This design comes from an exercise in tuning for small area on the open sky130 flow, not from production work. Where RTL was checked, it was by simulation tests only, not by an equivalence proof against the original. No driver is modelled on the clock port, so clocking that relies on it looks cheaper here than on a real chip.

==> inputs of run a <==
Design fir_filter, start of the top module:
module fir_filter(
    input              clk,
    input              n_rst,
    input  signed [7:0] din,
    output reg signed [7:0] dout
);
clock: 6.0 ns
lec_check: 0
abc_area: 1
cap_margin: 20
core_margin: 2
core_utilization: 40
slew_margin: 20
run.sh (not shown) runs the stock make flow with config.mk's settings and CLKGATE_MAP_FILE= SYNTH_SCRIPT=/design/flow/synth_recipe.tcl, a recipe that flattens the netlist after the stock synthesis.
==> run b: changes against run a <==
--- a/flow/config.mk
+++ b/flow/config.mk
@@ -10,3 +10,4 @@
 export CORE_MARGIN = 2
-export CORE_UTILIZATION = 40
+export CORE_UTILIZATION = 60
+export CTS_BUF_LIST = sky130_fd_sc_hd__clkbuf_2 sky130_fd_sc_hd__clkbuf_4
 export SLEW_MARGIN = 20
==> results.txt <==
                                                                                 run b                       run a
Status                                                        finished with violations    finished with violations
Violated checks                                                           setup timing                setup timing
Setup slack of the worst register-to-register path                            -2.00 ns                    -1.92 ns
Worst slack, placed                                                           -2.09 ns                    -2.08 ns
Grt met2 use                                                                     0.328                       0.229
Post-route design area                                                        8480 um2                    8950 um2
Total of cells resized after clock tree synthesis                                   15                          16
Total negative setup slack                                                   -15.66 ns                   -14.88 ns
First-pass GRT wire length                                                    20800 um                    22000 um
Hpwl dp                                                                       10400 um                    10500 um
Startpoint of the most critical register-to-register path                       d13[0]                      d10[0]
Final weighted congestion in routability-driven placement                        0.863                       0.851
Site Rows                                                                           40                          49
Arrival time at the worst endpoint                                             8.41 ns                     8.22 ns
Worst path required time                                                       6.41 ns                     6.30 ns
Worst Hold End                                                                   d2[7]                       d2[2]
Highest-utilization routing layer at the global route stage                       met1                        met2
Footprint of the multi-input gates                                            3430 um2                    3450 um2
GR Util All Layers                                                               0.223                       0.152
Met3 layer usage reported by global route                                       0.0494                      0.0376
Root buffer cell                                             sky130_fd_sc_hd__clkbuf_4  sky130_fd_sc_hd__clkbuf_16
Function was not checked in any run of this note: the RTL went through the layout flow alone.


==> v6 <==
Another version of the RTL of fir_filter (not shown whole).
==> flow/config.mk <==
export PLATFORM = sky130hd
export DESIGN_NAME = fir_filter
export DESIGN_NICKNAME = fir_filter
export VERILOG_FILES = /design/flow/design.v
export SDC_FILE = /design/flow/constraint.sdc
export NUM_CORES = 4
export LEC_CHECK = 0
export CAP_MARGIN = 0
export CORE_MARGIN = 2
export CORE_UTILIZATION = 70
export SLEW_MARGIN = 0
==> flow/constraint.sdc <==
create_clock -name core_clock -period 6.0 [get_ports {clk}]
set_input_delay 1.2000 -clock core_clock [delete_from_list [all_inputs] [get_ports {clk}]]
set_output_delay 1.2000 -clock core_clock [all_outputs]
set_load 0.01 [all_outputs]
standard.sh (not shown) runs the stock make flow with config.mk's settings and CLKGATE_MAP_FILE= SYNTH_SCRIPT=/design/flow/synth_recipe.tcl, a recipe that flattens the netlist after the stock synthesis.
==> flow/flow/run.sh <==
#!/bin/bash
# Own layout flow: the standard synthesis (unchanged) fixes the registers;
# its combinational logic is then replaced by the equivalent hand-built
# full-adder netlist from gen4.py, and the standard ORFS flow lays it out.
set -uo pipefail
HERE=$(pwd)
RES=$HERE/orfs/results/$FLOW_PLATFORM/fir_filter/base
bash standard.sh synth > synth_std.log 2>&1 || { echo "standard synthesis failed"; exit 1; }
cp $RES/1_2_yosys.v std_synth.v
python3 flow/gen4.py flow/spec.json gen_rtl.v own_net.v > gen.log 2>&1
if python3 flow/inject.py std_synth.v own_net.v injected.v > inject.log 2>&1; then
  cp injected.v $RES/1_2_yosys.v
  rm -f $RES/1_synth.odb $RES/1_synth.sdc
  bash standard.sh synth > synth_odb.log 2>&1 || { echo "odb from injected netlist failed"; exit 1; }
else
  echo "register mismatch, keeping the standard netlist" | tee -a inject.log
fi
# clock tree: no dummy balancing loads, small clock buffers
export CTS_ARGS="-sink_clustering_enable -repair_clock_nets -dont_use_dummy_load -root_buf sky130_fd_sc_hd__clkbuf_8 -buf_list sky130_fd_sc_hd__clkbuf_4"
# port buffers: the smallest buffer cell
export BUFFER_PORTS_ARGS="-buffer_cell sky130_fd_sc_hd__buf_1"
export POST_CTS_TCL=$HERE/flow/post_cts.tcl
bash standard.sh > layout.log 2>&1
Other scripts of this flow, unchanged in this note and not shown: flow/flow/gen4.py, flow/flow/inject.py, flow/flow/post_cts.tcl, flow/flow/spec.json
==> v32 (differences from v6) <==
- CORE_UTILIZATION: 70 -> 80
==> v5 (differences from v6) <==
- CAP_MARGIN: 0 -> 20
- SLEW_MARGIN: 0 -> 20
==> results.cfg <==
[run_status]
status = complete, no violations

[setup_path]
reg2reg_depth = 12
worst_setup_path_startpoint = d9[0]

[grt]
track_usage = 0.2418

[hold_path]
hold_path_startpoint = d3[2]

[sta]
final.setup.worst_slack_ps = 166.7
clock_skew_ps = 33.66
fmaxAchievable_mhz = 171.4
hold-worst-slack_ps = 323.1

[routing]
met1Wirelength_mm = 4.969
wl_met2_mm = 4.871

[placement]
placed_cells_incl_taps = 503

[floorplan]
die_w_um = 101.6
(the above is from v5)
==> results.cfg <==
[floorplan]
die_w_um = 95.32

[sta]
final.setup.worst_slack_ps = 87.24
hold-worst-slack_ps = 327.3
fmaxAchievable_mhz = 169.1

[run_status]
status = complete, no violations

[hold_path]
hold_path_startpoint = d11[4]

[grt]
track_usage = 0.3255
(the above is from v32)
==> results.cfg <==
[routing]
wirelength_mm = 10.28
wl_met2_mm = 4.871
met1Wirelength_mm = 4.969

[sta]
final.setup.worst_slack_ps = 166.7
fmaxAchievable_mhz = 171.4
clock_skew_ps = 33.66

[grt]
track_usage = 0.2418

[hold_path]
hold_path_startpoint = d3[2]

[floorplan]
die_w_um = 101.6

[run_status]
status = complete, no violations

[setup_path]
worst_setup_path_startpoint = d9[0]
(the above is from v6)


==> lagoon: inputs <==
fir_filter, a different RTL version from the one above (not shown whole).
export LEC_CHECK = 0
export CAP_MARGIN = 20
export CORE_MARGIN = 2
export CORE_UTILIZATION = 70
export SLEW_MARGIN = 20
create_clock -name core_clock -period 6.0 [get_ports {clk}]
==> flow/flow/run.sh <==
#!/bin/bash
# Own layout flow: the standard synthesis (unchanged) fixes the registers;
# its combinational logic is then replaced by the equivalent hand-built
# full-adder netlist from gen4.py, and the standard ORFS flow lays it out.
set -uo pipefail
HERE=$(pwd)
RES=$HERE/orfs/results/$FLOW_PLATFORM/fir_filter/base
bash standard.sh synth > synth_std.log 2>&1 || { echo "standard synthesis failed"; exit 1; }
cp $RES/1_2_yosys.v std_synth.v
python3 flow/gen4.py flow/spec.json gen_rtl.v own_net.v > gen.log 2>&1
if python3 flow/inject.py std_synth.v own_net.v injected.v > inject.log 2>&1; then
  cp injected.v $RES/1_2_yosys.v
  rm -f $RES/1_synth.odb $RES/1_synth.sdc
  bash standard.sh synth > synth_odb.log 2>&1 || { echo "odb from injected netlist failed"; exit 1; }
else
  echo "register mismatch, keeping the standard netlist" | tee -a inject.log
fi
# clock tree: no dummy balancing loads, small clock buffers
export CTS_ARGS="-sink_clustering_enable -repair_clock_nets -dont_use_dummy_load -root_buf sky130_fd_sc_hd__clkbuf_8 -buf_list sky130_fd_sc_hd__clkbuf_4"
bash standard.sh > layout.log 2>&1
Other scripts of this flow, unchanged in this note and not shown: flow/flow/gen4.py, flow/flow/inject.py, flow/flow/spec.json
==> inputs of zinc, as changes to lagoon <==
--- a/flow/flow/run.sh
+++ b/flow/flow/run.sh
@@ -17,4 +17,4 @@
 fi
 # clock tree: no dummy balancing loads, small clock buffers
-export CTS_ARGS="-sink_clustering_enable -repair_clock_nets -dont_use_dummy_load -root_buf sky130_fd_sc_hd__clkbuf_8 -buf_list sky130_fd_sc_hd__clkbuf_4"
+export CTS_ARGS="-sink_clustering_enable -repair_clock_nets -dont_use_dummy_load -buf_list sky130_fd_sc_hd__clkbuf_8"
 bash standard.sh > layout.log 2>&1
==> run_summary.xml <==
<?xml version="1.0" encoding="UTF-8"?>
<metrics>
  <group name="status">
    <metric name="outcome" unit="">timing/DRC/antenna clean</metric>
  </group>
  <group name="final_layout">
    <metric name="clockNetworkAreaShare" unit="">0.0313</metric>
  </group>
  <group name="cts">
    <metric name="clkSlewWorstSetupHoldPaths" unit="ns">0.07</metric>
  </group>
  <group name="route">
    <metric name="detail_route.wirelength" unit="um">10600</metric>
  </group>
  <group name="critical_path">
    <metric name="worst-endpoint-required" unit="ns">6.28</metric>
  </group>
  <group name="timing">
    <metric name="worst_slack_on_hold_paths" unit="ns">0.350</metric>
    <metric name="worst_slack" unit="ns">0.194</metric>
  </group>
</metrics>
Source of the figures above: zinc

==> run_summary.xml <==
<?xml version="1.0" encoding="UTF-8"?>
<metrics>
  <group name="final_layout">
    <metric name="clockNetworkAreaShare" unit="">0.0182</metric>
  </group>
  <group name="cts">
    <metric name="clkSlewWorstSetupHoldPaths" unit="ns">0.12</metric>
  </group>
  <group name="route">
    <metric name="detail_route.wirelength" unit="um">10500</metric>
  </group>
  <group name="status">
    <metric name="outcome" unit="">timing/DRC/antenna clean</metric>
  </group>
  <group name="timing">
    <metric name="worst_slack_on_hold_paths" unit="ns">0.348</metric>
  </group>
</metrics>
Source of the figures above: lagoon

No run of this note included a check of the RTL's function; only the layout flow was run.


==> inputs of build 97 <==
fir_filter, a different RTL version from the one above (not shown whole).
==> flow/design.v (excerpt) <==
module fir_filter(
    input              clk,
    input              n_rst,
    input  signed [7:0] din,
    output reg signed [7:0] dout
);
reg [7:0] d0;
reg [7:0] d1;
reg [7:0] d2;
reg [7:0] d3;
reg [7:0] d4;
reg [7:0] d5;
reg [7:0] d6;
reg [7:0] d7;
reg [7:0] d8;
reg [7:0] d9;
reg [7:0] d10;
reg [7:0] d11;
reg [7:0] d12;
reg [7:0] d13;
reg [16:0] m;
  ...
Settings: LEC_CHECK=0, CAP_MARGIN=20, CORE_MARGIN=2, CORE_UTILIZATION=60, CTS_BUF_LIST=sky130_fd_sc_hd__clkbuf_2 sky130_fd_sc_hd__clkbuf_4 sky130_fd_sc_hd__clkbuf_8, SLEW_MARGIN=20; clock period 6.0 ns.
==> flow/flow/run.sh <==
#!/bin/bash
# Own layout flow: the standard synthesis (unchanged) fixes the registers;
# its combinational logic is then replaced by the equivalent hand-built
# full-adder netlist from gen4.py, and the standard ORFS flow lays it out.
set -uo pipefail
HERE=$(pwd)
RES=$HERE/orfs/results/$FLOW_PLATFORM/fir_filter/base
bash standard.sh synth > synth_std.log 2>&1 || { echo "standard synthesis failed"; exit 1; }
cp $RES/1_2_yosys.v std_synth.v
python3 flow/gen4.py flow/spec.json gen_rtl.v own_net.v > gen.log 2>&1
if python3 flow/inject.py std_synth.v own_net.v injected.v > inject.log 2>&1; then
  cp injected.v $RES/1_2_yosys.v
  rm -f $RES/1_synth.odb $RES/1_synth.sdc
  bash standard.sh synth > synth_odb.log 2>&1 || { echo "odb from injected netlist failed"; exit 1; }
else
  echo "register mismatch, keeping the standard netlist" | tee -a inject.log
fi
bash standard.sh > layout.log 2>&1
Other scripts of this flow, unchanged in this note and not shown: flow/flow/gen4.py, flow/flow/inject.py, flow/flow/spec.json
==> inputs of trial 4, as changes to build 97 <==
Settings changed: CORE_UTILIZATION 60 to 40, CTS_BUF_LIST sky130_fd_sc_hd__clkbuf_2 sky130_fd_sc_hd__clkbuf_4 sky130_fd_sc_hd__clkbuf_8 to unset.
==> inputs of build 31, as changes to build 97 <==
Settings changed: CTS_BUF_LIST sky130_fd_sc_hd__clkbuf_2 sky130_fd_sc_hd__clkbuf_4 sky130_fd_sc_hd__clkbuf_8 to sky130_fd_sc_hd__clkbuf_4 sky130_fd_sc_hd__clkbuf_8, CTS_CLUSTER_DIAMETER set to 60, CTS_CLUSTER_SIZE set to 30.
==> qor summary <==
|  | build 97 | trial 4 | build 31 |
|---|---|---|---|
| Arrival time at the worst endpoint | 5.33 ns | 5.24 ns | 5.33 ns |
| Die X | 113 um | 138 um | 113 um |
| DR iter-0 viols | 150 | 117 | 150 |
| Total length of routed wires | 12.0 mm | 12.4 mm | 12.0 mm |
| Length of routed wiring on met1 | 5.62 mm | 5.74 mm | 5.62 mm |
| Layout overhead on the synthesized area | 10.8% | 15.2% | 10.8% |
| CP Data Required Time | 6.33 ns | 6.29 ns | 6.33 ns |
| Outcome | finished clean | finished clean | finished clean |
| Layout Cell Area excl Fill | 0.00793 mm^2 | 0.00825 mm^2 | 0.00793 mm^2 |
| Final-layout clock buffer total | 19 | 21 | 19 |
| Fill cell instance count of the final layout | 763 | 1495 | 763 |
| Fraction of layout instances using a drive strength above 1 | 11.5% | 11.1% | 11.5% |
| Met3 routed WL | 394 um | 314 um | 394 um |
| Placed Instance Area | 0.00752 mm^2 | 0.00762 mm^2 | 0.00752 mm^2 |
| Core Util, Final | 68.9% | 47.4% | 68.9% |
| Routed vias | 2913 | 2972 | 2913 |

port drivers added, routing unchanged:
Ports are ideal in the flow. The routed layouts listed here were re-timed in OpenROAD.
Step 1 sets driving cells, clkbuf_16 on the clock port and buf_2 on the other inputs (assumed; they add their load-dependent delay and slew).
Step 2 also shifts input and output timing later by t, the mid clock arrival at the registers, as if the neighbouring blocks saw the same clock.
a / b / c = no drivers / after step 1 / after step 2; a / b = the first two.
run | t, ns | slack for setup (ns) | hold slack, ns | pins driven straight from the clock port
run a | 0.457 | -1.922 / -1.922 / -1.922 | 0.346 / 0.346 / 0.346 | 1
run b | 0.548 | -2.001 / -2.001 / -2.001 | 0.347 / 0.347 / 0.347 | 1
v6 | 0.439 | 0.167 / 0.167 / 0.167 | 0.323 / 0.323 / 0.323 | 1
v32 | 0.427 | 0.087 / 0.087 / 0.087 | 0.327 / 0.327 / 0.327 | 1
v5 | 0.439 | 0.167 / 0.167 / 0.167 | 0.323 / 0.323 / 0.323 | 1
lagoon | 0.420 | 0.193 / 0.193 / 0.193 | 0.348 / 0.348 / 0.348 | 1
zinc | 0.448 | 0.194 / 0.194 / 0.194 | 0.350 / 0.350 / 0.350 | 1
build 97 | 0.469 | 0.995 / 0.995 / 0.995 | 0.344 / 0.344 / 0.344 | 1
trial 4 | 0.454 | 1.047 / 1.047 / 1.047 | 0.344 / 0.344 / 0.344 | 1
build 31 | 0.469 | 0.995 / 0.995 / 0.995 | 0.344 / 0.344 / 0.344 | 1
